What follows belongs to an exercise in optimizing a design on an open flow for small area; a production flow would make more cautious choices.
At most, simulation tests tie the RTL to the original design; equivalence was not proved.
No functional check of the RTL was part of runs 1 and 2.
The flow treats the clock pin as an ideal source, which a real chip does not have.
Power and IR drop assume default switching activity.

$ cat flow/dontuse.txt
sky130_fd_sc_hd__probe_p_8 sky130_fd_sc_hd__probec_p_8 sky130_fd_sc_hd__lpflow_bleeder_1 sky130_fd_sc_hd__lpflow_clkbufkapwr_1 sky130_fd_sc_hd__lpflow_clkbufkapwr_16 sky130_fd_sc_hd__lpflow_clkbufkapwr_2 sky130_fd_sc_hd__lpflow_clkbufkapwr_4 sky130_fd_sc_hd__lpflow_clkbufkapwr_8 sky130_fd_sc_hd__lpflow_clkinvkapwr_1 sky130_fd_sc_hd__lpflow_clkinvkapwr_16 sky130_fd_sc_hd__lpflow_clkinvkapwr_2 sky130_fd_sc_hd__lpflow_clkinvkapwr_4 sky130_fd_sc_hd__lpflow_clkinvkapwr_8 sky130_fd_sc_hd__lpflow_decapkapwr_12 sky130_fd_sc_hd__lpflow_decapkapwr_3 sky130_fd_sc_hd__lpflow_decapkapwr_4 sky130_fd_sc_hd__lpflow_decapkapwr_6 sky130_fd_sc_hd__lpflow_decapkapwr_8 sky130_fd_sc_hd__lpflow_inputiso0n_1 sky130_fd_sc_hd__lpflow_inputiso0p_1 sky130_fd_sc_hd__lpflow_inputiso1n_1 sky130_fd_sc_hd__lpflow_inputiso1p_1 sky130_fd_sc_hd__lpflow_inputisolatch_1 sky130_fd_sc_hd__lpflow_isobufsrc_1 sky130_fd_sc_hd__lpflow_isobufsrc_16 sky130_fd_sc_hd__lpflow_isobufsrc_2 sky130_fd_sc_hd__lpflow_isobufsrc_4 sky130_fd_sc_hd__lpflow_isobufsrc_8 sky130_fd_sc_hd__lpflow_isobufsrckapwr_16 sky130_fd_sc_hd__lpflow_lsbuf_lh_hl_isowell_tap_1 sky130_fd_sc_hd__lpflow_lsbuf_lh_hl_isowell_tap_2 sky130_fd_sc_hd__lpflow_lsbuf_lh_hl_isowell_tap_4 sky130_fd_sc_hd__lpflow_lsbuf_lh_isowell_4 sky130_fd_sc_hd__lpflow_lsbuf_lh_isowell_tap_1 sky130_fd_sc_hd__lpflow_lsbuf_lh_isowell_tap_2 sky130_fd_sc_hd__lpflow_lsbuf_lh_isowell_tap_4
$ cat flow/reopt.tcl
# Re-map the combinational logic of the standard synthesis netlist for area.
# The flip-flops are kept as they are (black boxes), with their names and cells.
set lib $::env(FLOW_HOME)/platforms/$::env(FLOW_PLATFORM)/lib/sky130_fd_sc_hd__tt_025C_1v80.lib
set res orfs/results/$::env(FLOW_PLATFORM)/Top/base
set f [open flow/dontuse.txt]; set du [read $f]; close $f
set duargs {}
foreach c $du { lappend duargs -dont_use $c }
yosys read_verilog -lib flow/flop_stubs.v
yosys read_liberty -ignore_miss_func -nooverwrite $lib
yosys read_verilog $res/1_2_yosys.v
yosys hierarchy -top $::env(FLOW_TOP)
yosys stat -liberty $lib
yosys flatten
yosys opt -purge
yosys abc -liberty $lib {*}$duargs -script flow/reopt.abc
yosys opt_clean -purge
yosys hilomap -singleton -hicell sky130_fd_sc_hd__conb_1 HI -locell sky130_fd_sc_hd__conb_1 LO
yosys insbuf -buf sky130_fd_sc_hd__buf_1 A X
yosys splitnets
yosys opt_clean -purge
yosys read_liberty -lib -ignore_miss_func -nooverwrite $lib
yosys stat -liberty $lib
yosys check -assert
yosys write_verilog -noattr -nohex -nodec $res/1_2_yosys.v
$ cat flow/combeq.ys.in
read_liberty -ignore_miss_func @LIB@
read_verilog comb_std.v comb_new.v
hierarchy -check
flatten gold gate
opt_clean
miter -equiv -flatten -make_assert gold gate miter
hierarchy -top miter
sat -verify -prove-asserts miter
$ cat flow/reopt.abc
strash; &get -n; &deepsyn -T 60; &put; &get -n; &dch -f; &nf -R 1000; &put; dnsize
$ cat design.v
`timescale 1ns / 1ns
module Top(Clk, Rst, DivRst, Start, LED, LCD_Data, LCD_E, LCD_RS, LCD_RW);
   input Clk, Rst, DivRst;
   input Start;
   output [7:0] LED;
   output [11:8] LCD_Data;
   output LCD_E, LCD_RS, LCD_RW;
   reg [1:0] k4;    
   reg [1:0] k3;    
   reg [2:0] k5;    
   always @(posedge Clk) begin
      if (DivRst) begin
         k4 <= 0;
         k3 <= 0;
         k5 <= 0;
      end
      else begin
         k4 <= {k4[0], !k4[1]};
         k3 <= {k3[0], !(k3[1] | k3[0])};
         k5 <= {k5[1], k5[0], !(k5[2] | k5[1])};
      end
   end
   wire TickMS  = !DivRst && k4[0] && !k4[1] && k3[1];
   wire TickLCD = !DivRst && (k4[0] == k4[1]) && k5[2] && !k5[1];
   localparam G_BEGIN = 3'd0, G_WAIT = 3'd1, G_COUNTER = 3'd2, G_CHEAT = 3'd3,
              G_LOSE = 3'd4, G_WIN = 3'd5, G_WAITR = 3'd6;
   reg [2:0] gs;
   reg [12:0] X;       
   reg [12:0] Deb;     
   reg [10:0] T;       
   reg [10:0] R;       
   reg RecAck, Cheat, Slow, Wait, LCDUpdate;
   wire LCDAck;
   wire inW = !gs[2] && gs[0];    
   wire [10:0] RT = inW ? 11'd0 : X[10:0];
   wire bcd = (gs == G_COUNTER);
   wire [4:0] n0 = {1'b0, X[3:0]} + 5'd1;
   wire w0 = bcd && X[3:0] == 4'd9;
   wire c0 = n0[4] | w0;
   wire [4:0] n1 = {1'b0, X[7:4]} + {4'd0, c0};
   wire w1 = bcd && c0 && X[7:4] == 4'd9;
   wire c1 = n1[4] | w1;
   wire [4:0] n2 = X[12:8] + {4'd0, c1};
   wire [12:0] Xinc = {n2, w1 ? 4'd0 : n1[3:0], w0 ? 4'd0 : n0[3:0]};
   always @(posedge Clk) if (TickMS) begin
      if (Rst) R <= 0;
      else R <= (R == 2001) ? 11'd0 : R + 11'd1;
   end
   always @(posedge Clk) if (TickMS) begin
      if (Rst) begin
         gs <= G_BEGIN;
         RecAck <= 0;
         if (inW) X <= 0;
      end
      else begin
         case (gs)
           G_BEGIN: begin
              Cheat <= 0; Slow <= 0; Wait <= 0;
              if (!RecAck) LCDUpdate <= 1;
              if (LCDAck) begin RecAck <= 1; LCDUpdate <= 0; end
              Deb <= 0;
              X <= 13'd0;
              if (Start) begin
                 gs <= G_WAITR;
                 T <= R;
                 RecAck <= 0;
              end
           end
           G_WAIT, G_WAITR: begin
              Deb <= Deb + 13'd1;
              X <= (gs == G_WAITR) ? 13'd7193 : Xinc;
              if (!Wait) begin Wait <= 1; LCDUpdate <= 1; end
              Slow <= 0; Cheat <= 0; 
              if (LCDAck) LCDUpdate <= 0;
              gs <= G_WAIT;
              if (gs == G_WAIT && X == {2'b00, T}) begin
                 gs <= G_COUNTER;
                 Wait <= 0;
                 Deb <= 0;
                 X <= 0;
              end
              else if (Deb > 500 && Start) begin
                 gs <= G_CHEAT;
                 Wait <= 0;
                 Deb <= 0;
              end
           end
           G_COUNTER: begin
              Wait <= 0;
              Deb <= 0;
              X <= Xinc;
              if (X[10] && X[8]) gs <= G_LOSE;    
              else if (Start) gs <= G_WIN;
           end
           G_CHEAT: begin
              if (!Cheat) begin Cheat <= 1; LCDUpdate <= 1; end
              Wait <= 0;
              Deb <= Deb + 13'd1;
              if (LCDAck) LCDUpdate <= 0;
              if (Start && Deb > 500) begin
                 gs <= G_WAIT;
                 T <= R;
                 Cheat <= 0;
                 Deb <= 0;
              end
           end
           G_LOSE: begin
              if (!Slow) begin Slow <= 1; LCDUpdate <= 1; end
              if (LCDAck) LCDUpdate <= 0;
              if (Start) begin
                 gs <= G_WAITR;
                 T <= R;
              end
           end
           G_WIN: begin
              if (!RecAck) LCDUpdate <= 1;
              Deb <= Deb + 13'd1;
              if (LCDAck) LCDUpdate <= 0;
              RecAck <= 1;
              if (Start && Deb > 100) begin
                 gs <= G_WAITR;
                 T <= R;
                 Deb <= 0;
              end
           end
           default: ;
         endcase
      end
   end
   wire LEDr = (gs[2] && !gs[1]) || (gs[1] && !gs[0] && X[10:0] != 11'd0);
   assign LED = {8{LEDr}};
   localparam D_INIT = 3'd0, D_WAIT = 3'd1, D_ACK = 3'd2,
              D_XC = 3'd4, D_XS = 3'd5, D_XW = 3'd6, D_XR = 3'd7;
   localparam M_CHEAT = 2'd0, M_SLOW = 2'd1, M_WAIT = 2'd2, M_REACT = 2'd3;
   reg [2:0] ds;
   reg AckR;
   reg [1:0] dtype;    
   reg [10:0] drt;
   reg [1:0] stype;    
   reg [10:0] srt;
   assign LCDAck = AckR;
   wire GO = (ds == D_ACK) || (ds == D_WAIT && AckR);
   always @(posedge Clk) if (TickLCD) begin
      if (Rst) begin
         ds <= D_INIT;
         AckR <= 0;
      end
      else begin
         AckR <= 0;
         case (ds)
           D_INIT: ds <= D_WAIT;
           D_WAIT: begin
              if (LCDUpdate) begin
                 if (Cheat) ds <= D_XC;
                 else if (Slow) ds <= D_XS;
                 else if (Wait) ds <= D_XW;
                 else ds <= D_XR;
              end
           end
           D_ACK: begin
              AckR <= 1;
              if (!LCDUpdate) ds <= D_WAIT;
           end
           default: begin    
              dtype <= ds[1:0];
              drt <= RT;
              ds <= D_ACK;
           end
         endcase
      end
   end
   reg [4:0] slot;
   reg [3:0] r;
   wire idle = (slot == 31) && (r == 11);
   wire preload = (slot == 14) && (r == 11);
   always @(posedge Clk) if (TickLCD) begin
      if (Rst) begin
         slot <= 9;
         r <= 0;
      end
      else if (idle) begin
         if (GO) begin
            slot <= 14;
            r <= 11;
         end
      end
      else if (r == 11) begin
         slot <= slot + 5'd1;
         r <= 0;
      end
      else r <= r + 4'd1;
      if (!Rst && preload) begin
         stype <= dtype;
         srt <= drt;
      end
   end
   wire [3:0] d2 = {1'b0, srt[10:8]};
   wire [3:0] d1 = srt[7:4];
   wire [3:0] d0 = srt[3:0];
   wire [3:0] c = slot[3:0];
   wire lo = r[2];
   reg [3:0] nib;
   always @* begin
      case ({stype, c, lo})
        7'd0: nib = 4'h4;
        7'd1: nib = 4'he;
        7'd2: nib = 4'h6;
        7'd3: nib = 4'hf;
        7'd4: nib = 4'h2;
        7'd5: nib = 4'h0;
        7'd6: nib = 4'h4;
        7'd7: nib = 4'h3;
        7'd8: nib = 4'h6;
        7'd9: nib = 4'h8;
        7'd10: nib = 4'h6;
        7'd11: nib = 4'h5;
        7'd12: nib = 4'h6;
        7'd13: nib = 4'h1;
        7'd14: nib = 4'h7;
        7'd15: nib = 4'h4;
        7'd16: nib = 4'h6;
        7'd17: nib = 4'h9;
        7'd18: nib = 4'h6;
        7'd19: nib = 4'he;
        7'd20: nib = 4'h6;
        7'd21: nib = 4'h7;
        7'd22: nib = 4'h2;
        7'd23: nib = 4'h1;
        7'd24: nib = 4'h2;
        7'd25: nib = 4'h0;
        7'd26: nib = 4'h2;
        7'd27: nib = 4'h0;
        7'd28: nib = 4'h2;
        7'd29: nib = 4'h0;
        7'd30: nib = 4'h2;
        7'd31: nib = 4'h0;
        7'd32: nib = 4'h5;
        7'd33: nib = 4'h4;
        7'd34: nib = 4'h6;
        7'd35: nib = 4'hf;
        7'd36: nib = 4'h6;
        7'd37: nib = 4'hf;
        7'd38: nib = 4'h2;
        7'd39: nib = 4'h0;
        7'd40: nib = 4'h5;
        7'd41: nib = 4'h3;
        7'd42: nib = 4'h6;
        7'd43: nib = 4'hc;
        7'd44: nib = 4'h6;
        7'd45: nib = 4'hf;
        7'd46: nib = 4'h7;
        7'd47: nib = 4'h7;
        7'd48: nib = 4'h2;
        7'd49: nib = 4'h1;
        7'd50: nib = 4'h2;
        7'd51: nib = 4'h0;
        7'd52: nib = 4'h2;
        7'd53: nib = 4'h0;
        7'd54: nib = 4'h2;
        7'd55: nib = 4'h0;
        7'd56: nib = 4'h2;
        7'd57: nib = 4'h0;
        7'd58: nib = 4'h2;
        7'd59: nib = 4'h0;
        7'd60: nib = 4'h2;
        7'd61: nib = 4'h0;
        7'd62: nib = 4'h2;
        7'd63: nib = 4'h0;
        7'd64: nib = 4'h5;
        7'd65: nib = 4'h7;
        7'd66: nib = 4'h6;
        7'd67: nib = 4'h1;
        7'd68: nib = 4'h6;
        7'd69: nib = 4'h9;
        7'd70: nib = 4'h7;
        7'd71: nib = 4'h4;
        7'd72: nib = 4'h2;
        7'd73: nib = 4'h0;
        7'd74: nib = 4'h6;
        7'd75: nib = 4'h6;
        7'd76: nib = 4'h6;
        7'd77: nib = 4'hf;
        7'd78: nib = 4'h7;
        7'd79: nib = 4'h2;
        7'd80: nib = 4'h2;
        7'd81: nib = 4'h0;
        7'd82: nib = 4'h4;
        7'd83: nib = 4'hc;
        7'd84: nib = 4'h4;
        7'd85: nib = 4'h5;
        7'd86: nib = 4'h4;
        7'd87: nib = 4'h4;
        7'd88: nib = 4'h7;
        7'd89: nib = 4'h3;
        7'd90: nib = 4'h2;
        7'd91: nib = 4'he;
        7'd92: nib = 4'h2;
        7'd93: nib = 4'he;
        7'd94: nib = 4'h2;
        7'd95: nib = 4'he;
        7'd96: nib = 4'h3;
        7'd97: nib = 4'h0;
        7'd98: nib = 4'h2;
        7'd99: nib = 4'he;
        7'd100: nib = 4'h3;
        7'd101: nib = 4'h0;
        7'd102: nib = 4'h3;
        7'd103: nib = 4'h0;
        7'd104: nib = 4'h3;
        7'd105: nib = 4'h0;
        7'd106: nib = 4'h2;
        7'd107: nib = 4'h0;
        7'd108: nib = 4'h7;
        7'd109: nib = 4'h3;
        7'd110: nib = 4'h2;
        7'd111: nib = 4'h0;
        7'd112: nib = 4'h2;
        7'd113: nib = 4'h0;
        7'd114: nib = 4'h2;
        7'd115: nib = 4'h0;
        7'd116: nib = 4'h2;
        7'd117: nib = 4'h0;
        7'd118: nib = 4'h2;
        7'd119: nib = 4'h0;
        7'd120: nib = 4'h2;
        7'd121: nib = 4'h0;
        7'd122: nib = 4'h2;
        7'd123: nib = 4'h0;
        7'd124: nib = 4'h2;
        7'd125: nib = 4'h0;
        7'd126: nib = 4'h2;
        7'd127: nib = 4'h0;
      endcase
      if (stype == M_REACT && lo && c == 2) nib = {1'b0, srt[10:8]};
      if (stype == M_REACT && lo && c == 3) nib = srt[7:4];
      if (stype == M_REACT && lo && c == 4) nib = srt[3:0];
   end
   wire [3:0] snib = slot[4] ? nib : {!lo, 3'b000};    
   wire [8:0] sr = {slot, r};
   wire [4:0] pw =
      (sr == {5'd9, 4'd2}) ? 5'b00011 :
      (sr == {5'd9, 4'd3}) ? 5'b10011 :
      (sr == {5'd9, 4'd4}) ? 5'b00011 :
      (sr == {5'd9, 4'd5}) ? 5'b10011 :
      (sr == {5'd9, 4'd6}) ? 5'b00011 :
      (sr == {5'd9, 4'd7}) ? 5'b10011 :
      (sr == {5'd9, 4'd8}) ? 5'b00011 :
      (sr == {5'd9, 4'd9}) ? 5'b00010 :
      (sr == {5'd9, 4'd10}) ? 5'b10010 :
      (sr == {5'd9, 4'd11}) ? 5'b00010 :
      (sr == {5'd10, 4'd0}) ? 5'b10010 :
      (sr == {5'd10, 4'd2}) ? 5'b11000 :
      (sr == {5'd10, 4'd4}) ? 5'b10000 :
      (sr == {5'd10, 4'd6}) ? 5'b10110 :
      (sr == {5'd10, 4'd8}) ? 5'b10000 :
      (sr == {5'd10, 4'd10}) ? 5'b11100 :
      (sr == {5'd11, 4'd0}) ? 5'b10000 :
      (sr == {5'd11, 4'd2}) ? 5'b10001 :
      5'b00000;
   wire [3:0] pd = pw[3:0];
   wire pe = pw[4];
   wire init = !slot[4] && slot[3:0] != 4'd15;
   wire sendw = (r >= 2) && (r <= 5);
   assign LCD_E  = init ? pe : (r == 2 || r == 4);
   assign LCD_RS = slot[4] && sendw;
   assign LCD_Data = init ? pd : (r == 2 || r == 4) ? snib : 4'd0;
   assign LCD_RW = 1'b0;
endmodule
$ cat flow/run.sh
#!/bin/bash
# Standard synthesis, then the combinational logic re-mapped for area (the
# flip-flops stay as the standard synthesis made them, by name and cell), a
# SAT proof that the re-mapped logic equals the standard one, then the
# standard layout steps with small port buffers and a clock tree without
# dummy loads.
set -euo pipefail
R=orfs/results/$FLOW_PLATFORM/Top/base
LIB=$FLOW_HOME/platforms/$FLOW_PLATFORM/lib/sky130_fd_sc_hd__tt_025C_1v80.lib
bash standard.sh synth > 1_standard_synth.log 2>&1
cp $R/1_2_yosys.v standard_synth_netlist.v.txt
yosys -c flow/reopt.tcl > 2_reopt_yosys.log 2>&1
python3 flow/cutff.py standard_synth_netlist.v.txt comb_std.v gold
python3 flow/cutff.py $R/1_2_yosys.v comb_new.v gate
sed "s#@LIB@#$LIB#" flow/combeq.ys.in > combeq.ys
yosys -s combeq.ys > 3_combeq_yosys.log 2>&1
grep -q "SAT proof finished - no model found: SUCCESS" 3_combeq_yosys.log
rm -f $R/1_synth.odb $R/1_synth.sdc
bash standard.sh \
  BUFFER_PORTS_ARGS="-buffer_cell sky130_fd_sc_hd__buf_1" \
  CTS_ARGS="-sink_clustering_enable -repair_clock_nets -dont_use_dummy_load -buf_list {sky130_fd_sc_hd__clkbuf_4 sky130_fd_sc_hd__clkbuf_8}" \
  finish > 4_standard_layout.log 2>&1
$ cat standard.sh
#!/bin/bash
# synth_recipe.tcl (not shown) runs the flow's synth.tcl, then flattens the netlist and writes it again
# the make line also repeats each setting of config.mk as NAME=value (left out here)
make -C /OpenROAD-flow-scripts/flow DESIGN_CONFIG=/design/flow/config.mk WORK_HOME=/design/flow/orfs CLKGATE_MAP_FILE= SYNTH_SCRIPT=/design/flow/synth_recipe.tcl "${@:-finish}"
$ cat flow/cutff.py
# cutff.py in.v out.v modname : replace flop instances by ports (comb-only module)
import re,sys
s=open(sys.argv[1]).read()
inst=re.compile(r'\n\s*(sky130_fd_sc_hd__e?dfxtp_1)\s+(\S+)\s*\((.*?)\);',re.S)
ports=[];decl=[];assigns=[]
def fix(n): return re.sub(r'[^A-Za-z0-9_]','_',n)
def repl(m):
    t,name,body=m.groups()
    pins=dict((k,v.strip()) for k,v in re.findall(r'\.(\w+)\(([^)]*)\)',body))
    b=fix(name)
    ports.append('q_'+b); decl.append(f'  input q_{b};'); assigns.append(f'  assign {pins["Q"]} = q_{b};')
    ports.append('d_'+b); decl.append(f'  output d_{b};'); assigns.append(f'  assign d_{b} = {pins["D"]} ;')
    if 'DE' in pins:
        ports.append('e_'+b); decl.append(f'  output e_{b};'); assigns.append(f'  assign e_{b} = {pins["DE"]} ;')
    return '\n'
s=inst.sub(repl,s)
s=re.sub(r'module Top\((.*?)\);',lambda m:'module '+sys.argv[3]+'('+m.group(1)+', '+', '.join(ports)+');\n'+'\n'.join(decl),s,count=1,flags=re.S)
s=s.replace('endmodule','\n'.join(assigns)+'\nendmodule')
open(sys.argv[2],'w').write(s)
$ cat config.mk
export PLATFORM = sky130hd
export DESIGN_NAME = Top
export DESIGN_NICKNAME = Top
export VERILOG_FILES = /design/flow/design.v
export SDC_FILE = /design/flow/constraint.sdc
export NUM_CORES = 4
export LEC_CHECK = 0
export ABC_AREA = 1
export CAP_MARGIN = 20
export CORE_MARGIN = 2
export CORE_UTILIZATION = 70
export PLACE_DENSITY = 0.8
export SLEW_MARGIN = 20
$ cat flow/flop_stubs.v
(* blackbox *) module sky130_fd_sc_hd__edfxtp_1(input CLK, input D, input DE, output Q); endmodule
(* blackbox *) module sky130_fd_sc_hd__dfxtp_1(input CLK, input D, output Q); endmodule
$ cat constraint.sdc
create_clock -name core_clock -period 10.0 [get_ports {Clk}]
set_input_delay 2.0000 -clock core_clock [delete_from_list [all_inputs] [get_ports {Clk}]]
set_output_delay 2.0000 -clock core_clock [all_outputs]
set_load 0.01 [all_outputs]
==> impl_metrics.csv, run 1 <==
group,metric,value,unit
run_status,status,"finished clean",
clocking,htree_levels,3,
critical_path,critPathRequiredTime,8.00,ns
routing,route.detailed.drc,0,
critical_path,cp_max_fo,17,
logic_synthesis,syn_avg_cell_area,10.3,sq um
worst_hold_path,hold_path.class,"flip-flop to flip-flop",
timing,worstMarginPinSlew,1.04,ns
clocking,clockBufferDepth,2,
clocking,ctsRootBufferMaster,"clkbuf_8",
grt,grt_pass1_wl,17500,microns
critical_path,regToRegSetupSlack,7.23,ns
floorplan,die_area,8010,sq um
floorplan,ios,19,
placed_design,place_area,5330,sq um
layout,fin_nets,527,
floorplan,core-area,7180,sq um
routing,wire_per_inst,17.9,microns
logic_synthesis,synth.cell_area,5120,sq um
timing,finalClockSkew,0.0403,ns
layout,fill_cells,477,
logic_synthesis,synth_nets,501,
routing,viasPerCell,6.54,
logic_synthesis,ys_warn_count,1,
clocking,numCtsBuffers,9,
critical_path,arrival,3.39,ns
clocking,postCtsSetupRepairBufs,0,
timing,finalSetupViolCount,0,
clocking,cts.sinks,102,
layout,syn2layout_area_growth,6.50,%
placed_design,dp_hpwl,8210,microns
layout,design_area,5450,sq um
floorplan,fp.dieH,89.5,microns
clocking,clk_pin_slew_worst_paths,0.07,ns
clocking,ctsResizeCount,0,
critical_path,path_class,"flip-flop to output port",
power,powerDensity,126,nW/um^2
power,p_leak,1.80,nW
timing,slew_viol_final,0,
timing,min_period,5.39,ns
critical_path,crit_path_end_kind,"output port",
placed_design,gp_congestion,1.01,
floorplan,die_x,89.5,microns
floorplan,rows,31,
timing,slew_headroom,0.304,
timing,fmaxAchievable,186,MHz
clocking,clock_latency,0.37,ns
job,max_cap_violations,0,
layout,drive_gt1_frac,0.0307,
routing,antenna_left,0,
floorplan,start_util,0.713,
routing,wirelength,11100,microns
layout,diodes,0,
timing,finalCritPeriodShare,0.539,
critical_path,ff2ff_path_depth,10,
routing,via_count,4052,
placed_design,io_buffers,17,
layout,layout_common_cells,"edfxtp_1 (95), nor2_1 (66), a21oi_1 (51), nand2_1 (41), nor3_1 (32)",
power,peakVddDrop,0.0925,mV
grt,grtUsageTotal,0.292,
timing,rsz0062_at_grt,"false",
routing,dr.pass1.iters,5,
layout,layout_commonest_cell,"edfxtp_1",
logic_synthesis,synthCells,497,
worst_hold_path,hold_depth,0,
grt,grt_overflow,0,
grt,antenna_found_initial,0,
timing,hold_violations,0,
grt,grt_pass1_vias,3532,
timing,finalSetupTns,0,ns
grt,grt_max_degree,22,
critical_path,crit_path_start_kind,"flip-flop",
clocking,holdBufCountCts,0,
routing,drtIter0Drc,466,
clocking,cts_tree,"yes",
## layout make-up
type	instances	area, sq um	share of cell area
Timing Repair Buffer	23	109	0.0200
Multi-Input combinational cell	365	2020	0.370
Tap cell	99	124	0.0227
Sequential cell	102	2990	0.549
Inverter	22	82.6	0.0152
Clock buffer	9	124	0.0227
## per-layer routing
layer  up-vias  global-route usage  wire length (microns)
li1       1916                   -                      -
met1      1885               0.413                   4730
met2       208               0.459                   5170
met3        43              0.0508                    892
met4         0               0.109                    320
met5         -                   0                      0
## metrics by stage
stage / std cells / hold WS [ns] / power [mW] / utilization / setup WS, ns
4_1_cts: 620 / 0.420 / 0.688 / 0.760 / 4.62
3_5_place_dp: 611 / 0.407 / 0.498 / 0.742 / 4.99
6_report: 620 / 0.420 / 0.688 / 0.760 / 4.61
5_1_grt: 620 / 0.434 / 0.705 / 0.760 / 4.26
3_3_place_gp: 611 / 0.401 / 0.497 / 0.742 / 5.06
2_1_floorplan: 497 / 0.389 / 0.491 / - / 5.53
## state kept, by name (all words and copies together), names as in the netlist, 2 cells and up
| name | cells |
|---|---|
| Deb | 13 |
| X | 13 |
| R | 11 |
| T | 11 |
| drt | 11 |
| srt | 11 |
| slot | 5 |
| r | 4 |
| ds | 3 |
| gs | 3 |
| k5 | 3 |
| dtype | 2 |
| k3 | 2 |
| k4 | 2 |
| stype | 2 |
## path summary, 6_finish.rpt
| path | from | endpoint |
|---|---|---|
| max | slot[0] | LCD_Data[11] |
| min | dtype[0] | stype[0] |
| max reg2reg | gs[1] | X[12] |
| min reg2reg | dtype[0] | stype[0] |
## report_power, final
part	internal, mW	switching [mW]
Sequential	0.465	0.00379
Combinational	0.00732	0.0130
Clock	0.0810	0.118
## critical path, cell delays in order, from the launching register on
cell and delay (ns):
edfxtp_1 0.62, or2_0 0.41, nor2_1 0.21, nor2_1 0.08
nor3_1 0.27, a21oi_1 0.09, o31ai_1 0.33, a21oi_1 0.14
nand2_1 0.10, nor2_1 0.08, a221oi_1 0.45, nor3_1 0.11
buf_1 0.15
==> inputs of run 2 (changes only) <==
--- a/flow/run.sh
+++ b/flow/run.sh
@@ -19,4 +19,4 @@
 bash standard.sh \
   BUFFER_PORTS_ARGS="-buffer_cell sky130_fd_sc_hd__buf_1" \
-  CTS_ARGS="-sink_clustering_enable -repair_clock_nets -dont_use_dummy_load -buf_list {sky130_fd_sc_hd__clkbuf_4 sky130_fd_sc_hd__clkbuf_8}" \
+  CTS_ARGS="-sink_clustering_enable -repair_clock_nets -dont_use_dummy_load -root_buf sky130_fd_sc_hd__clkbuf_8 -buf_list sky130_fd_sc_hd__clkbuf_4" \
   finish > 4_standard_layout.log 2>&1
==> impl_metrics.csv, run 2 <==
group,metric,value,unit
critical_path,path_cells,"or2_0 > nor2_1 > nor2_1 > nor3_1 > a21oi_1 > o31ai_1 > a21oi_1 > nand2_1 > nor2_1 > a221oi_1 > nor3_1 > buf_1",
timing,rsz0062_at_grt,"false",
clocking,clockBufferDepth,2,
timing,finalClockSkew,0.0403,ns
floorplan,die_area,8010,sq um
routing,viasPerCell,6.54,
power,switchingPower,0.135,mW
routing,drtIter0Drc,466,
placed_design,gp_congestion,1.01,
logic_synthesis,syn_avg_cell_area,10.3,sq um
power,p_seq_frac,0.681,
routing,wire_per_inst,17.9,microns
job,max_cap_violations,0,
clocking,ctsRootBufferMaster,"clkbuf_8",
layout,diodes,0,
worst_hold_path,hold_path.class,"flip-flop to flip-flop",
critical_path,cpMostUsedCell,"nor2_1",
logic_synthesis,synth_nets,501,
grt,grt_pass1_vias,3532,
worst_hold_path,hold_depth,0,
clocking,htree_levels,3,
power,clock_power_share,0.289,
routing,via_count,4052,
floorplan,die_x,89.5,microns
routing,route.detailed.drc,0,
clocking,cts_tree,"yes",
critical_path,cp_max_fo,17,
power,pwr-share-comb,0.029,
grt,grtUsageTotal,0.292,
routing,antenna_left,0,
timing,worstMarginPinSlew,1.04,ns
clocking,postCtsSetupRepairBufs,0,
critical_path,crit_path_start_kind,"flip-flop",
critical_path,crit_path_end_kind,"output port",
logic_synthesis,ys_warn_count,1,
clocking,clock_latency,0.37,ns
layout,drive_gt1_frac,0.0307,
routing,wirelength,11100,microns
critical_path,slowest_stage,"edfxtp_1",
floorplan,rows,31,
power,swShare,0.196,
grt,grt_max_degree,22,
clocking,numCtsBuffers,9,
timing,slew_headroom,0.304,
timing,fmaxAchievable,186,MHz
timing,holdWs,0.420,ns
layout,layout_commonest_cell,"edfxtp_1",
critical_path,path_class,"flip-flop to output port",
critical_path,arrival,3.39,ns
grt,antenna_found_initial,0,
critical_path,ff2ff_path_depth,10,
timing,finalSetupTns,0,ns
floorplan,ios,19,
timing,hold_violations,0,
clocking,holdBufCountCts,0,
floorplan,start_util,0.713,
critical_path,cpPeakStageDelay,0.62,ns
timing,finalCritPeriodShare,0.539,
timing,slew_viol_final,0,
grt,grt_pass1_wl,17500,microns
floorplan,fp.dieH,89.5,microns
run_status,status,"finished clean",
timing,min_period,5.39,ns
placed_design,io_buffers,17,
timing,finalSetupViolCount,0,
power,p_leak,1.80,nW
clocking,ctsResizeCount,0,
power,powerDensity,126,nW/um^2
logic_synthesis,synth.cell_area,5120,sq um
layout,fin_nets,527,
floorplan,core-area,7180,sq um
grt,grt_overflow,0,
power,p_int,0.553,mW
layout,syn2layout_area_growth,6.50,%
logic_synthesis,synthCells,497,
critical_path,critPathRequiredTime,8.00,ns
routing,dr.pass1.iters,5,
layout,largestRegisters,"Deb (13), X (13)",
clocking,cts.sinks,102,
clocking,clk_pin_slew_worst_paths,0.07,ns
placed_design,dp_hpwl,8210,microns
power,peakVddDrop,0.0925,mV
layout,layout_common_cells,"edfxtp_1 (95), nor2_1 (66), a21oi_1 (51), nand2_1 (41), nor3_1 (32)",
[run 2: cell counts in the layout (fill, tap and decap cells not counted)]
No cell type changed its count.
[run 2: power by group through the flow]
stage	sequential, mW	combinational, mW	clock, mW
after CTS	0.469	0.0201	0.199
final	0.469	0.0203	0.199
after floorplan	0.477	0.0134	0
after global routing	0.469	0.0226	0.213
after detailed placement	0.478	0.0200	0
after global placement	0.478	0.0193	0
[run 2: worst max-delay path: cells and delay by family, from the launching register on]
kind / cells / cell delay (ns)
and+or+nand+nor: 7 / 1.26
buffers and inverters: 1 / 0.15
AOI/OAI and AO/OA: 4 / 1.01
DFF: 1 / 0.62
[run 2: metrics by stage]
step,utilization,instances,area [sq um],setup WS [ns],power [mW]
after floorplan,-,497,5120,5.53,0.491
after global placement,0.742,611,5330,5.06,0.497
after detailed placement,0.742,611,5330,4.99,0.498
after CTS,0.760,620,5450,4.62,0.688
after global routing,0.760,620,5450,4.26,0.705
final,0.760,620,5450,4.61,0.688
[run 2: cell type report]
cell class	count	area (sq um)
Sequential cell	102	2990
Multi-Input combinational cell	365	2020
Fill cell	477	1730
Clock buffer	9	124
Tap cell	99	124
Timing Repair Buffer	23	109
Inverter	22	82.6
[run 2: final timing paths]
kind         startpoint            to  slack, ns
min reg2reg    dtype[0]      stype[0]       0.42
max             slot[0]  LCD_Data[11]       4.61
min            dtype[0]      stype[0]       0.42
max reg2reg       gs[1]         X[12]       7.23
[run 2: metal layers]
layer,vias up,GRT usage,wire length [microns]
met5,-,0,0
met4,0,0.109,320
met3,43,0.0508,892
met2,208,0.459,5170
met1,1885,0.413,4730
li1,1916,-,-
==> inputs of run 3 (changes only) <==
--- a/design.v
+++ b/design.v
@@ -43,7 +43,29 @@
    wire [4:0] n2 = X[12:8] + {4'd0, c1};
    wire [12:0] Xinc = {n2, w1 ? 4'd0 : n1[3:0], w0 ? 4'd0 : n0[3:0]};
-   always @(posedge Clk) if (TickMS) begin
-      if (Rst) R <= 0;
-      else R <= (R == 2001) ? 11'd0 : R + 11'd1;
+   wire [10:0] Rtog = {11{TickMS}} & ((R + 11'd1) ^ R);
+   always @(posedge Clk) begin
+      if (TickMS && (Rst || R == 2001)) R <= 0;
+      else R <= R ^ Rtog;
+   end
+   wire wait_hit = (gs == G_WAIT) && X == {2'b00, T};
+   wire wait_cheat = (gs == G_WAIT || gs == G_WAITR) && !wait_hit && Deb > 500 && Start;
+   wire cheat_exit = (gs == G_CHEAT) && Start && Deb > 500;
+   wire win_exit = (gs == G_WIN) && Start && Deb > 100;
+   wire deb_clr = TickMS && !Rst && (gs == G_BEGIN || gs == G_COUNTER || wait_hit ||
+                                     wait_cheat || cheat_exit || win_exit);
+   wire deb_inc = TickMS && !Rst && (gs == G_WAIT || gs == G_WAITR || gs == G_CHEAT || gs == G_WIN);
+   wire [12:0] Debtog = {13{deb_inc}} & ((Deb + 13'd1) ^ Deb);
+   always @(posedge Clk) begin
+      if (deb_clr) Deb <= 0;
+      else Deb <= Deb ^ Debtog;
+   end
+   wire x_zero = TickMS && (Rst ? inW : (gs == G_BEGIN || wait_hit));
+   wire x_ld = TickMS && !Rst && gs == G_WAITR;
+   wire x_inc = TickMS && !Rst && (gs == G_WAIT || gs == G_COUNTER);
+   wire [12:0] Xtog = {13{x_inc}} & (Xinc ^ X);
+   always @(posedge Clk) begin
+      if (x_zero) X <= 0;
+      else if (x_ld) X <= 13'd7193;
+      else X <= X ^ Xtog;
    end
    always @(posedge Clk) if (TickMS) begin
@@ -51,5 +73,4 @@
          gs <= G_BEGIN;
          RecAck <= 0;
-         if (inW) X <= 0;
       end
       else begin
@@ -59,6 +80,4 @@
               if (!RecAck) LCDUpdate <= 1;
               if (LCDAck) begin RecAck <= 1; LCDUpdate <= 0; end
-              Deb <= 0;
-              X <= 13'd0;
               if (Start) begin
                  gs <= G_WAITR;
@@ -68,6 +87,4 @@
            end
            G_WAIT, G_WAITR: begin
-              Deb <= Deb + 13'd1;
-              X <= (gs == G_WAITR) ? 13'd7193 : Xinc;
               if (!Wait) begin Wait <= 1; LCDUpdate <= 1; end
               Slow <= 0; Cheat <= 0; 
@@ -77,17 +94,12 @@
                  gs <= G_COUNTER;
                  Wait <= 0;
-                 Deb <= 0;
-                 X <= 0;
               end
               else if (Deb > 500 && Start) begin
                  gs <= G_CHEAT;
                  Wait <= 0;
-                 Deb <= 0;
               end
            end
            G_COUNTER: begin
               Wait <= 0;
-              Deb <= 0;
-              X <= Xinc;
               if (X[10] && X[8]) gs <= G_LOSE;    
               else if (Start) gs <= G_WIN;
@@ -96,5 +108,4 @@
               if (!Cheat) begin Cheat <= 1; LCDUpdate <= 1; end
               Wait <= 0;
-              Deb <= Deb + 13'd1;
               if (LCDAck) LCDUpdate <= 0;
               if (Start && Deb > 500) begin
@@ -102,5 +113,4 @@
                  T <= R;
                  Cheat <= 0;
-                 Deb <= 0;
               end
            end
@@ -115,5 +125,4 @@
            G_WIN: begin
               if (!RecAck) LCDUpdate <= 1;
-              Deb <= Deb + 13'd1;
               if (LCDAck) LCDUpdate <= 0;
               RecAck <= 1;
@@ -121,5 +130,4 @@
                  gs <= G_WAITR;
                  T <= R;
-                 Deb <= 0;
               end
            end
@@ -174,20 +182,24 @@
    wire idle = (slot == 31) && (r == 11);
    wire preload = (slot == 14) && (r == 11);
-   always @(posedge Clk) if (TickLCD) begin
-      if (Rst) begin
+   wire seq_rst = TickLCD && Rst;
+   wire seq_go = TickLCD && !Rst && idle && GO;
+   wire seq_adv = TickLCD && !Rst && !idle;
+   wire [3:0] rtog = {4{seq_adv}} & ((r == 11) ? r : ((r + 4'd1) ^ r));
+   wire [4:0] slottog = {5{seq_adv && r == 11}} & ((slot + 5'd1) ^ slot);
+   always @(posedge Clk) begin
+      if (seq_rst) begin
          slot <= 9;
          r <= 0;
       end
-      else if (idle) begin
-         if (GO) begin
-            slot <= 14;
-            r <= 11;
-         end
+      else if (seq_go) begin
+         slot <= 14;
+         r <= 11;
       end
-      else if (r == 11) begin
-         slot <= slot + 5'd1;
-         r <= 0;
+      else begin
+         slot <= slot ^ slottog;
+         r <= r ^ rtog;
       end
-      else r <= r + 4'd1;
+   end
+   always @(posedge Clk) if (TickLCD) begin
       if (!Rst && preload) begin
          stype <= dtype;
@@ -195,7 +207,4 @@
       end
    end
-   wire [3:0] d2 = {1'b0, srt[10:8]};
-   wire [3:0] d1 = srt[7:4];
-   wire [3:0] d0 = srt[3:0];
    wire [3:0] c = slot[3:0];
    wire lo = r[2];
--- a/flow/run.sh
+++ b/flow/run.sh
@@ -19,4 +19,4 @@
 bash standard.sh \
   BUFFER_PORTS_ARGS="-buffer_cell sky130_fd_sc_hd__buf_1" \
-  CTS_ARGS="-sink_clustering_enable -repair_clock_nets -dont_use_dummy_load -root_buf sky130_fd_sc_hd__clkbuf_8 -buf_list sky130_fd_sc_hd__clkbuf_4" \
+  CTS_ARGS="-sink_clustering_enable -repair_clock_nets -dont_use_dummy_load -buf_list sky130_fd_sc_hd__clkbuf_8" \
   finish > 4_standard_layout.log 2>&1
==> impl_metrics.csv, run 3 <==
group,metric,value,unit
clocking,clk_pin_slew_worst_paths,0.09,ns
logic_synthesis,ys_warn_count,1,
placed_design,post-place-ws,4.66,ns
critical_path,crit_path_end_kind,"output port",
timing,rsz0062_at_grt,"false",
timing,worst_slack,4.89,ns
timing,min_period,5.11,ns
clocking,ctsRootBufferMaster,"clkbuf_8",
worst_hold_path,hold_depth,1,
critical_path,cp_max_fo,21,
critical_path,cpMostUsedCell,"a21oi_1",
timing,worstMarginPinSlew,0.812,ns
floorplan,fp.dieH,86.3,microns
critical_path,worst_r2r_startpoint,"k4[0]",
placed_design,gp_congestion,0.937,
clocking,htree_levels,3,
layout,layout_commonest_cell,"nor2_1",
floorplan,ios,19,
timing,finalSetupViolCount,0,
worst_hold_path,hold_start,"k3[0]",
critical_path,ff2ff_path_depth,14,
clocking,holdBufCountCts,0,
floorplan,rows,29,
critical_path,r2r_end,"X[12]",
run_status,status,"finished clean",
routing,antenna_left,0,
grt,grt_max_degree,22,
routing,viasPerCell,6.51,
logic_synthesis,syn_avg_cell_area,9.39,sq um
power,powerDensity,163,nW/um^2
timing,finalCritPeriodShare,0.511,
critical_path,arrival,3.11,ns
critical_path,slowest_stage,"dfxtp_1",
floorplan,die_area,7450,sq um
layout,fin_nets,532,
routing,route.detailed.drc,0,
timing,slew_headroom,0.457,
timing,finalClockSkew,0.0310,ns
timing,finalSetupTns,0,ns
power,p_leak,1.79,nW
critical_path,cpPeakStageDelay,0.76,ns
clocking,clock_latency,0.37,ns
layout,fill_cells,455,
routing,drtIter0Drc,381,
floorplan,die_x,86.3,microns
placed_design,dp_hpwl,7610,microns
critical_path,path_class,"flip-flop to output port",
placed_design,io_buffers,17,
routing,wirelength,10400,microns
power,peakVddDrop,0.134,mV
layout,drive_gt1_frac,0.0247,
timing,slew_viol_final,0,
layout,layout_common_cells,"nor2_1 (74), dfxtp_1 (53), edfxtp_1 (49), a21oi_1 (40)",
critical_path,crit_path_start_kind,"flip-flop",
worst_hold_path,hold_path.class,"flip-flop to flip-flop",
critical_path,critPathRequiredTime,8.00,ns
grt,grtUsageTotal,0.296,
layout,diodes,0,
floorplan,core-area,6460,sq um
routing,dr.pass1.iters,7,
logic_synthesis,synthCells,505,
routing,via_count,3927,
layout,syn2layout_area_growth,5.99,%
timing,fmaxAchievable,196,MHz
critical_path,regToRegSetupSlack,6.35,ns
worst_hold_path,min_to,"k3[0]",
clocking,cts.sinks,102,
clocking,postCtsSetupRepairBufs,0,
clocking,clockBufferDepth,2,
logic_synthesis,synth.cell_area,4740,sq um
grt,grt_overflow,0,
clocking,numCtsBuffers,9,
grt,antenna_found_initial,0,
grt,grt_pass1_vias,3669,
timing,hold_violations,0,
critical_path,path_cells,"nor2b_1 > and2_0 > nand2_1 > o31ai_1 > a21oi_1 > o21ai_0 > nor2_1 > a2111oi_0 > a21oi_1 > a21o_1 > buf_1",
floorplan,start_util,0.734,
routing,wire_per_inst,17.2,microns
grt,grt_pass1_wl,17200,microns
job,max_cap_violations,0,
clocking,ctsResizeCount,0,
clocking,cts_tree,"yes",
logic_synthesis,synth_nets,509,
run 3: worst max-delay path by stage:
stage	start	end	cells past startpoint	slack (ns)
after floorplan	DivRst	srt[0]	4	4.63
after global placement	DivRst	X[12]	15	4.97
after detailed placement	DivRst	X[12]	15	4.66
after CTS	r[2]	LCD_Data[8]	11	4.91
after global routing	r[2]	LCD_Data[8]	11	4.49
final	r[2]	LCD_Data[8]	11	4.89
run 3: critical path, delay by kind of cell (launching register included):
kind	cells	cell delay [ns]
AO/OA/AOI/OAI	6	1.13
AND/OR/NAND/NOR	4	0.76
buffers and inverters	1	0.12
flip-flops	1	0.76
run 3: per-stage QoR:
stage          instances  total power [mW]  hold WS (ns)  cell area (sq um)  utilization
2_1_floorplan        505             0.587         0.383               4740            -
3_3_place_gp         594             0.620         0.390               4900        0.759
4_1_cts              603             0.818         0.407               5030        0.778
3_5_place_dp         594             0.627         0.394               4900        0.759
5_1_grt              603             0.853         0.417               5030        0.778
6_report             603             0.820         0.407               5030        0.778
run 3: cell type report:
type	count	area, sq um	area share
clock buffer	9	124	0.0246
tap	77	96.3	0.0192
inverter	11	41.3	0.00821
multi-input combinational	384	2150	0.427
sequential	102	2530	0.504
timing repair buffer	20	86.3	0.0172
run 3: routing by layer:
layer	global-route usage	up-vias	share of wire
met5	0	-	0
met4	0.162	0	0.043
met3	0.0505	43	0.058
met2	0.510	171	0.50
met1	0.354	1818	0.40
li1	-	1895	-
run 3: power by group:
group	switching (mW)	leakage [nW]	internal (mW)	total, mW
Clock	0.118	0.0647	0.0808	0.199
Combinational	0.0656	0.837	0.0505	0.116
Sequential	0.0434	0.890	0.462	0.505
Total	0.227	1.79	0.593	0.820
==> inputs of run 4 (changes only) <==
--- a/flow/run.sh
+++ b/flow/run.sh
@@ -20,3 +20,4 @@
   BUFFER_PORTS_ARGS="-buffer_cell sky130_fd_sc_hd__buf_1" \
   CTS_ARGS="-sink_clustering_enable -repair_clock_nets -dont_use_dummy_load -buf_list sky130_fd_sc_hd__clkbuf_8" \
+  POST_CTS_TCL=$PWD/flow/clksize.tcl \
   finish > 4_standard_layout.log 2>&1
==> flow/clksize.tcl (new file) <==
# After CTS: size each clock buffer down to the smallest clock buffer that
# keeps every flip-flop clock-pin slew under the limit (estimated from
# placement), then legalize the placement again.
proc clksize_max_slew {} {
  estimate_parasitics -placement
  set mx 0
  foreach p [get_pins -hierarchical */CLK] {
    foreach k {slew_max_rise slew_max_fall} {
      set v [get_property $p $k]
      if {$v > $mx} { set mx $v }
    }
  }
  return $mx
}
set clksize_limit 0.105
set clksize_sizes {sky130_fd_sc_hd__clkbuf_1 sky130_fd_sc_hd__clkbuf_2 sky130_fd_sc_hd__clkbuf_4 sky130_fd_sc_hd__clkbuf_8 sky130_fd_sc_hd__clkbuf_16}
puts "clksize: start, max clock-pin slew [clksize_max_slew]"
set clksize_bufs {}
foreach inst [[ord::get_db_block] getInsts] {
  if {[string match "sky130_fd_sc_hd__clkbuf_*" [[$inst getMaster] getName]]} { lappend clksize_bufs [$inst getName] }
}
foreach name $clksize_bufs {
  set inst [[ord::get_db_block] findInst $name]
  set orig [[$inst getMaster] getName]
  foreach s $clksize_sizes {
    if {$s == $orig} break
    replace_cell [get_cells $name] $s
    if {[clksize_max_slew] < $clksize_limit} {
      puts "clksize: $name $orig -> $s"
      set orig $s
      break
    }
    replace_cell [get_cells $name] $orig
  }
}
detailed_placement
puts "clksize: end, max clock-pin slew [clksize_max_slew]"
--- a/config.mk
+++ b/config.mk
@@ -10,4 +10,5 @@
 export CORE_MARGIN = 2
 export CORE_UTILIZATION = 70
+export GPL_TIMING_DRIVEN = 0
 export PLACE_DENSITY = 0.8
 export SLEW_MARGIN = 20
==> impl_metrics.csv, run 4 <==
group,metric,value,unit
layout,layout_commonest_cell,"nor2_1",
layout,syn2layout_area_growth,6.62,%
worst_hold_path,hold_depth,0,
grt,grt_max_degree,22,
routing,antenna_left,0,
routing,viasPerCell,6.66,
layout,layout_common_cells,"nor2_1 (74), dfxtp_1 (53), edfxtp_1 (49), a21oi_1 (40)",
power,powerDensity,162,nW/um^2
routing,drtIter0Drc,264,
floorplan,core-area,6460,sq um
timing,finalSetupTns,0,ns
run_status,status,"finished clean",
routing,route.detailed.drc,0,
logic_synthesis,synth_nets,509,
floorplan,start_util,0.734,
timing,rsz0062_at_grt,"false",
logic_synthesis,synthCells,505,
worst_hold_path,hold_path.class,"flip-flop to flip-flop",
layout,drive_gt1_frac,0.0263,
power,peakVddDrop,0.119,mV
logic_synthesis,synth.cell_area,4740,sq um
placed_design,dp_hpwl,7660,microns
critical_path,critPathRequiredTime,10.28,ns
critical_path,arrival,5.71,ns
clocking,cts_tree,"yes",
routing,wirelength,10800,microns
grt,grt_pass1_wl,17800,microns
floorplan,die_area,7450,sq um
critical_path,crit_path_start_kind,"input pin",
logic_synthesis,syn_avg_cell_area,9.39,sq um
critical_path,regToRegSetupSlack,6.03,ns
clocking,cts.sinks,102,
floorplan,die_x,86.3,microns
layout,fin_nets,539,
clocking,clk_pin_slew_worst_paths,0.09,ns
timing,hold_violations,0,
timing,worst_slack,4.57,ns
routing,via_count,4061,
grt,antenna_found_initial,0,
timing,slew_headroom,0.420,
critical_path,crit_path_end_kind,"flip-flop",
grt,grtUsageTotal,0.303,
power,p_leak,1.80,nW
layout,fill_cells,430,
timing,min_period,5.43,ns
grt,grt_overflow,0,
timing,finalSetupViolCount,0,
critical_path,ff2ff_path_depth,14,
timing,finalClockSkew,0.0336,ns
clocking,clock_latency,0.35,ns
grt,grt_pass1_vias,3879,
timing,fmaxAchievable,184,MHz
placed_design,gp_congestion,0.890,
critical_path,cp_max_fo,8,
timing,slew_viol_final,0,
timing,finalCritPeriodShare,0.543,
critical_path,path_class,"input pin to flip-flop",
placed_design,io_buffers,17,
placed_design,post-place-ws,4.30,ns
logic_synthesis,ys_warn_count,1,
floorplan,fp.dieH,86.3,microns
job,max_cap_violations,0,
routing,wire_per_inst,17.7,microns
floorplan,ios,19,
timing,holdWs,0.397,ns
layout,diodes,0,
floorplan,rows,29,
routing,dr.pass1.iters,5,
timing,worstMarginPinSlew,0.867,ns
==> run 4: routing by layer <==
layer / wire, microns / global-route usage / share of wire / up-vias
li1: - / - / - / 1911
met1: 4090 / 0.357 / 0.38 / 1895
met2: 5650 / 0.542 / 0.52 / 218
met3: 730 / 0.0638 / 0.068 / 37
met4: 309 / 0.122 / 0.029 / 0
met5: 0 / 0 / 0 / -
==> run 4: stage by stage <==
stage	util	total power [mW]	std cells	cell area (sq um)
after detailed placement	0.764	0.627	601	4930
after floorplan	-	0.587	505	4740
after global routing	0.783	0.856	610	5060
after global placement	0.759	0.618	599	4900
final	0.783	0.818	610	5060
==> run 4: final cells by class <==
cell class,instances,area [sq um],share of cell area
Sequential cell,102,2530,0.501
Tap cell,77,96.3,0.0190
Clock buffer,9,124,0.0245
Inverter,11,41.3,0.00816
Multi-Input combinational cell,384,2160,0.427
Timing Repair Buffer,19,76.3,0.0151
Buffer,8,30.0,0.00594
==> run 4: report_power, final <==
part | switching [mW] | internal [mW]
sequential | 0.0431 | 0.462
combinational | 0.0650 | 0.0514
clock | 0.116 | 0.0810
==> run 4: worst max-delay path, stage by stage <==
cell and delay (ns):
buf_1 0.19, nor2b_1 0.23, nand3_1 0.35, nor2_1 0.30
and3_1 0.37, nand4_1 0.20, xor2_1 0.22, a31o_1 0.15
and2_0 0.26, nand2_1 0.14, nor3b_1 0.44, and2_0 0.33
nand4_1 0.19, xor2_1 0.18, a21oi_1 0.14
==> run 4: path summary, 6_finish.rpt <==
check / to / from
min: srt[5] / drt[5]
min reg2reg: srt[5] / drt[5]
max reg2reg: X[12] / k4[0]
max: X[12] / DivRst
==> inputs of run 5 (changes only) <==
--- a/flow/clksize.tcl
+++ b/flow/clksize.tcl
@@ -13,5 +13,5 @@
   return $mx
 }
-set clksize_limit 0.105
+set clksize_limit 0.115
 set clksize_sizes {sky130_fd_sc_hd__clkbuf_1 sky130_fd_sc_hd__clkbuf_2 sky130_fd_sc_hd__clkbuf_4 sky130_fd_sc_hd__clkbuf_8 sky130_fd_sc_hd__clkbuf_16}
 puts "clksize: start, max clock-pin slew [clksize_max_slew]"
==> impl_metrics.csv, run 5 <==
group,metric,value,unit
layout,fin_nets,539,
placed_design,dp_hpwl,7660,microns
grt,antenna_found_initial,0,
critical_path,critPathRequiredTime,8.00,ns
worst_hold_path,hold_start,"k3[0]",
floorplan,die_area,7450,sq um
layout,syn2layout_area_growth,5.99,%
routing,wirelength,10800,microns
power,p_seq_frac,0.633,
layout,fill_cells,439,
floorplan,fp.dieH,86.3,microns
placed_design,gp_congestion,0.890,
timing,min_period,5.36,ns
critical_path,arrival,3.36,ns
logic_synthesis,synth_nets,509,
timing,finalSetupViolCount,0,
grt,grtUsageMet2,0.542,
clocking,cts.sinks,102,
logic_synthesis,synthCells,505,
grt,grt_pass1_wl,17800,microns
routing,wire_per_inst,17.8,microns
critical_path,regToRegSetupSlack,6.05,ns
placed_design,post-place-ws,4.30,ns
critical_path,worst_r2r_startpoint,"k4[0]",
timing,finalClockSkew,0.0292,ns
power,p_total,0.797,mW
power,p_int,0.571,mW
clocking,cts_tree,"yes",
worst_hold_path,hold_depth,1,
logic_synthesis,ys_warn_count,1,
power,powerDensity,158,nW/um^2
grt,use_met1,0.356,
timing,worst_slack,4.64,ns
layout,layout_common_cells,"nor2_1 (74), dfxtp_1 (53), edfxtp_1 (49), a21oi_1 (40)",
clocking,clk_pin_slew_worst_paths,0.10,ns
grt,grtUsageTotal,0.303,
job,max_cap_violations,0,
routing,route.detailed.drc,0,
routing,via_count,4060,
logic_synthesis,synth.cell_area,4740,sq um
worst_hold_path,hold_path.class,"flip-flop to flip-flop",
worst_hold_path,min_to,"k3[0]",
critical_path,cpMostUsedCell,"a21oi_1",
timing,fmaxAchievable,187,MHz
grt,grt_max_degree,22,
power,clock_power_share,0.221,
timing,holdWs,0.415,ns
timing,rsz0062_at_grt,"false",
floorplan,ios,19,
grt,grt_busiest_layer,"met2",
floorplan,core-area,6460,sq um
floorplan,die_x,86.3,microns
placed_design,io_buffers,17,
critical_path,ff2ff_path_depth,14,
timing,worstMarginPinSlew,0.902,ns
power,pwr-share-comb,0.146,
timing,slew_headroom,0.396,
timing,finalCritPeriodShare,0.536,
clocking,clock_latency,0.51,ns
layout,drive_gt1_frac,0.0263,
grt,grt_overflow,0,
routing,dr.pass1.iters,5,
power,switchingPower,0.225,mW
grt,grt_pass1_vias,3882,
floorplan,rows,29,
power,peakVddDrop,0.120,mV
timing,slew_viol_final,0,
routing,antenna_left,0,
critical_path,crit_path_start_kind,"flip-flop",
critical_path,crit_path_end_kind,"output port",
power,p_leak,1.79,nW
critical_path,slowest_stage,"dfxtp_1",
critical_path,path_cells,"nor2b_1 > and2_0 > nand2_1 > o31ai_1 > a21oi_1 > o21ai_0 > nor2_1 > a2111oi_0 > a21oi_1 > a21o_1 > buf_1",
power,swShare,0.283,
run_status,status,"finished clean",
grt,gr-usage-met3,0.0638,
timing,finalSetupTns,0,ns
logic_synthesis,syn_avg_cell_area,9.39,sq um
routing,drtIter0Drc,264,
layout,layout_commonest_cell,"nor2_1",
critical_path,cpPeakStageDelay,0.79,ns
critical_path,r2r_end,"X[12]",
floorplan,start_util,0.734,
timing,hold_violations,0,
layout,diodes,0,
critical_path,path_class,"flip-flop to output port",
routing,viasPerCell,6.66,
critical_path,cp_max_fo,21,
-- run 5: changes by cell type in the layout (fill, tap and decap cells not counted) --
cell	previous run	this run
clkbuf_4	0	2
clkbuf_2	0	2
clkbuf_8	9	5
-- run 5: critical path: cells and delay by family, from the launching register on --
| kind | cells | cell delay (ns) |
|---|---|---|
| compound gates | 6 | 1.22 |
| buf+inv | 1 | 0.12 |
| flops | 1 | 0.79 |
| simple gates | 4 | 0.72 |
-- run 5: worst max-delay path by stage --
stage | end | slack, ns | cells after the start | startpoint
floorplan | srt[0] | 4.63 | 4 | DivRst
global placement | stype[0] | 3.08 | 5 | DivRst
detailed placement | X[12] | 4.30 | 15 | DivRst
global route | LCD_Data[8] | 4.33 | 11 | r[2]
finish | LCD_Data[8] | 4.64 | 11 | r[2]
-- run 5: cell type report --
cell class / instances / area (sq um) / share of cell area
Buffer: 8 / 30.0 / 0.00597
Inverter: 11 / 41.3 / 0.00821
Clock buffer: 9 / 93.8 / 0.0187
Multi-Input combinational cell: 384 / 2160 / 0.429
Tap cell: 77 / 96.3 / 0.0192
Sequential cell: 102 / 2530 / 0.504
Timing Repair Buffer: 19 / 76.3 / 0.0152
-- run 5: layer usage --
metal	routed length, microns	vias to the layer above
met3	647	39
met2	5610	187
met4	318	0
li1	-	1910
met1	4260	1924
met5	0	-
-- run 5: power groups by stage --
stage          sequential, mW  combinational, mW  clock [mW]
3_3_place_gp            0.509              0.109           0
2_1_floorplan           0.499             0.0884           0
3_5_place_dp            0.513              0.114           0
5_1_grt                 0.510              0.131       0.190
6_report                0.504              0.117       0.176
-- run 5: stage by stage --
step | cells | instance area (sq um) | utilization
after global placement | 599 | 4900 | 0.759
final | 610 | 5030 | 0.778
after global routing | 610 | 5030 | 0.778
after floorplan | 505 | 4740 | -
after detailed placement | 601 | 4930 | 0.764
==> inputs of run 6 (changes only) <==
--- a/flow/run.sh
+++ b/flow/run.sh
@@ -1,8 +1,9 @@
 #!/bin/bash
-# Standard synthesis, then the combinational logic re-mapped for area (the
-# flip-flops stay as the standard synthesis made them, by name and cell), a
-# SAT proof that the re-mapped logic equals the standard one, then the
-# standard layout steps with small port buffers and a clock tree without
-# dummy loads.
+# Standard synthesis, then the combinational logic re-mapped for area in a
+# few passes, keeping the smallest (the flip-flops stay as the standard
+# synthesis made them, by name and cell), a SAT proof that the re-mapped
+# logic equals the standard one, then the standard layout steps with small
+# port buffers, a clock tree without dummy loads, and clock buffers sized
+# down after CTS while the clock-pin slew stays low.
 set -euo pipefail
 R=orfs/results/$FLOW_PLATFORM/Top/base
@@ -10,5 +11,14 @@
 bash standard.sh synth > 1_standard_synth.log 2>&1
 cp $R/1_2_yosys.v standard_synth_netlist.v.txt
-yosys -c flow/reopt.tcl > 2_reopt_yosys.log 2>&1
+best=0
+bestA=1000000000
+for i in 1 2 3 4 5 6 7; do
+  yosys -c flow/reopt.tcl > 2_reopt_yosys_$i.log 2>&1
+  a=$(grep "Chip area for module" 2_reopt_yosys_$i.log | tail -1 | awk '{print $NF}')
+  cp $R/1_2_yosys.v reopt_pass_$i.v.txt
+  if awk "BEGIN { exit !($a < $bestA) }"; then bestA=$a; best=$i; fi
+done
+echo "best re-mapping: pass $best, area $bestA" > 2_reopt_choice.log
+cp reopt_pass_$best.v.txt $R/1_2_yosys.v
 python3 flow/cutff.py standard_synth_netlist.v.txt comb_std.v gold
 python3 flow/cutff.py $R/1_2_yosys.v comb_new.v gate
--- a/flow/clksize.tcl
+++ b/flow/clksize.tcl
@@ -13,5 +13,5 @@
   return $mx
 }
-set clksize_limit 0.115
+set clksize_limit 0.112
 set clksize_sizes {sky130_fd_sc_hd__clkbuf_1 sky130_fd_sc_hd__clkbuf_2 sky130_fd_sc_hd__clkbuf_4 sky130_fd_sc_hd__clkbuf_8 sky130_fd_sc_hd__clkbuf_16}
 puts "clksize: start, max clock-pin slew [clksize_max_slew]"
--- a/config.mk
+++ b/config.mk
@@ -10,5 +10,4 @@
 export CORE_MARGIN = 2
 export CORE_UTILIZATION = 70
-export GPL_TIMING_DRIVEN = 0
 export PLACE_DENSITY = 0.8
 export SLEW_MARGIN = 20
==> impl_metrics.csv, run 6 <==
group,metric,value,unit
clocking,cts.sinks,102,
critical_path,regToRegSetupSlack,6.13,ns
grt,grt_pass1_vias,3580,
worst_hold_path,hold_start,"drt[0]",
power,peakVddDrop,0.121,mV
power,p_leak,1.78,nW
run_status,status,"finished clean",
power,powerDensity,164,nW/um^2
grt,grt_overflow,0,
layout,fin_nets,511,
job,max_cap_violations,0,
critical_path,ff2ff_path_depth,16,
critical_path,path_buf_inv,1,
timing,slew_headroom,0.374,
critical_path,arrival,3.96,ns
grt,grt_pass1_wl,16300,microns
layout,seq_area,2530,sq um
critical_path,crit_path_start_kind,"flip-flop",
routing,route.detailed.drc,0,
layout,layout_commonest_cell,"dfxtp_1",
layout,design_area,4940,sq um
critical_path,path_delay_family,"compound AO/OA/AOI/OAI gates",
critical_path,path_cells,"nor2b_1 > a21o_1 > nand3_1 > o21ai_0 > a21oi_1 > a2111oi_0 > a221oi_1 > a211oi_1 > nor2_1 > and3_1 > a221o_1 > a22o_1 > buf_1",
routing,wire_per_inst,16.8,microns
layout,syn2layout_area_growth,5.51,%
clocking,clk_pin_slew_worst_paths,0.11,ns
grt,grtUsageTotal,0.280,
grt,grt_max_degree,20,
critical_path,r2r_end,"X[12]",
critical_path,slowest_stage,"a2111oi_0",
routing,antenna_left,0,
worst_hold_path,min_to,"srt[0]",
worst_hold_path,hold_path.class,"flip-flop to flip-flop",
floorplan,die_area,7350,sq um
floorplan,die_x,85.8,microns
logic_synthesis,syn_avg_cell_area,9.67,sq um
layout,finalNonFillerCells,582,
placed_design,dp.cells,573,
clocking,clock_latency,0.53,ns
critical_path,path_class,"flip-flop to output port",
timing,slew_viol_final,0,
critical_path,worst_r2r_startpoint,"k4[1]",
timing,finalClockSkew,0.0367,ns
routing,wirelength,9780,microns
routing,via_count,3745,
routing,viasPerCell,6.43,
routing,drtIter0Drc,302,
floorplan,start_util,0.728,
critical_path,cp_max_fo,10,
logic_synthesis,synth.cell_area,4680,sq um
timing,finalSetupViolCount,0,
layout,multi_input_area,2050,sq um
routing,dr.pass1.iters,24,
timing,min_period,5.96,ns
placed_design,dp_hpwl,7220,microns
placed_design,place_area,4840,sq um
logic_synthesis,synthCells,484,
timing,fmaxAchievable,168,MHz
floorplan,ios,19,
grt,antenna_found_initial,0,
logic_synthesis,synth_nets,488,
floorplan,fp.dieH,85.8,microns
timing,finalCritPeriodShare,0.596,
timing,worstMarginPinSlew,0.929,ns
layout,layout_common_cells,"dfxtp_1 (53), edfxtp_1 (49), nor2_1 (49), a21oi_1 (44), nor3_1 (33)",
critical_path,crit_path_end_kind,"output port",
placed_design,io_buffers,17,
clocking,cts_tree,"yes",
worst_hold_path,hold_depth,0,
placed_design,gp_congestion,1.00,
timing,hold_violations,0,
layout,diodes,0,
layout,drive_gt1_frac,0.0277,
critical_path,cpPeakStageDelay,0.63,ns
logic_synthesis,ys_warn_count,1,
layout,fill_cells,463,
timing,finalSetupTns,0,ns
floorplan,rows,29,
power,p_total,0.807,mW
critical_path,critPathRequiredTime,8.00,ns
floorplan,core-area,6420,sq um
timing,rsz0062_at_grt,"false",
run 6: cell count changes in the layout (fill, tap and decap cells not counted), moves of 4 or more:
cell / before / now
a211oi_1: 0 / 4
a21oi_1: 40 / 44
and3_1: 19 / 23
buf_1: 25 / 17
clkinv_1: 11 / 19
mux2i_1: 0 / 4
nand2_1: 37 / 32
nand4_1: 6 / 2
nor2_1: 74 / 49
nor3_1: 37 / 33
nor3b_1: 8 / 4
o31ai_1: 2 / 6
xor2_1: 12 / 6
run 6: worst max path at each step:
stage               cells after the start  startpoint  slack [ns]            to
floorplan                              16      DivRst        5.02         X[12]
global placement                       17      DivRst        4.57         X[12]
detailed placement                     17      DivRst        4.35         X[12]
global route                           13    stype[0]        3.69  LCD_Data[10]
finish                                 13    stype[0]        4.04  LCD_Data[10]
run 6: through the flow:
step | setup WS [ns] | hold slack (ns) | utilization
6_report | 4.04 | 0.420 | 0.769
3_3_place_gp | 4.57 | 0.400 | 0.753
2_1_floorplan | 5.02 | 0.386 | -
3_5_place_dp | 4.35 | 0.409 | 0.753
5_1_grt | 3.69 | 0.425 | 0.769
run 6: worst reg2reg max path, delay by kind of cell (launching register included):
kind,cells,cell delay (ns)
and+or+nand+nor,10,2.20
AOI/OAI and AO/OA,5,1.06
DFF,1,0.32
xor gates and xnor gates,1,0.17
run 6: routing by layer:
metal / part of all wire / global-route usage / vias up
met2: 0.50 / 0.497 / 146
met4: 0.026 / 0.113 / 0
met3: 0.049 / 0.0500 / 31
li1: - / - / 1838
met1: 0.42 / 0.339 / 1730
met5: 0 / 0 / -
run 6: where the power goes:
part | total [mW] | switching (mW) | internal (mW)
logic | 0.131 | 0.0767 | 0.0539
registers | 0.499 | 0.0405 | 0.458
clock network | 0.178 | 0.118 | 0.0604
run 6: final cells by class:
type                       count  area share
sequential                   102       0.513
tap                           77      0.0195
inverter                      19      0.0144
clock buffer                   9      0.0195
multi-input combinational    355       0.416
timing repair buffer          20      0.0175

-- afterwards: timing with drivers on the ports --
Ports are ideal in the flow. The routed layouts listed here were re-timed in OpenROAD.
Step 1 (the two cells are an assumption about what drives the block):
set clk [get_ports {Clk}]
set_driving_cell -lib_cell sky130_fd_sc_hd__clkbuf_16 $clk
set_driving_cell -lib_cell sky130_fd_sc_hd__buf_2 [delete_from_list [all_inputs] $clk]
Step 2 moves the port delays by t, midway between the first and last clock arrival at a register: inputs arrive t later, outputs are due t later. That takes back most of the time a late clock gives input paths.
a / b / c = ideal ports / drivers / drivers and shift; a / b = the first two.
| run | shift t [ns] | setup WS [ns] | worst setup path at the end | worst register clock-pin slew, ns | worst data-port slew with drivers (ns) |
|---|---|---|---|---|---|
| run 1 | 0.377 | 4.613 / 4.582 / 4.959 | register to output | 0.11 / 0.11 | 0.04 |
| run 2 | 0.377 | 4.613 / 4.582 / 4.959 | register to output | 0.11 / 0.11 | 0.04 |
| run 3 | 0.390 | 4.885 / 4.854 / 4.527 | input to register | 0.10 / 0.10 | 0.03 |
| run 4 | 0.369 | 4.567 / 4.561 / 4.192 | input to register | 0.10 / 0.10 | 0.04 |
| run 5 | 0.526 | 4.644 / 4.617 / 4.206 | input to register | 0.12 / 0.12 | 0.04 |
| run 6 | 0.544 | 4.044 / 4.015 / 4.248 | input to register | 0.12 / 0.12 | 0.03 |
After both steps every run listed still meets setup and hold. For run 5, which loses most, drivers alone change the setup slack by -0.027 ns; drivers and shift together by -0.438 ns.
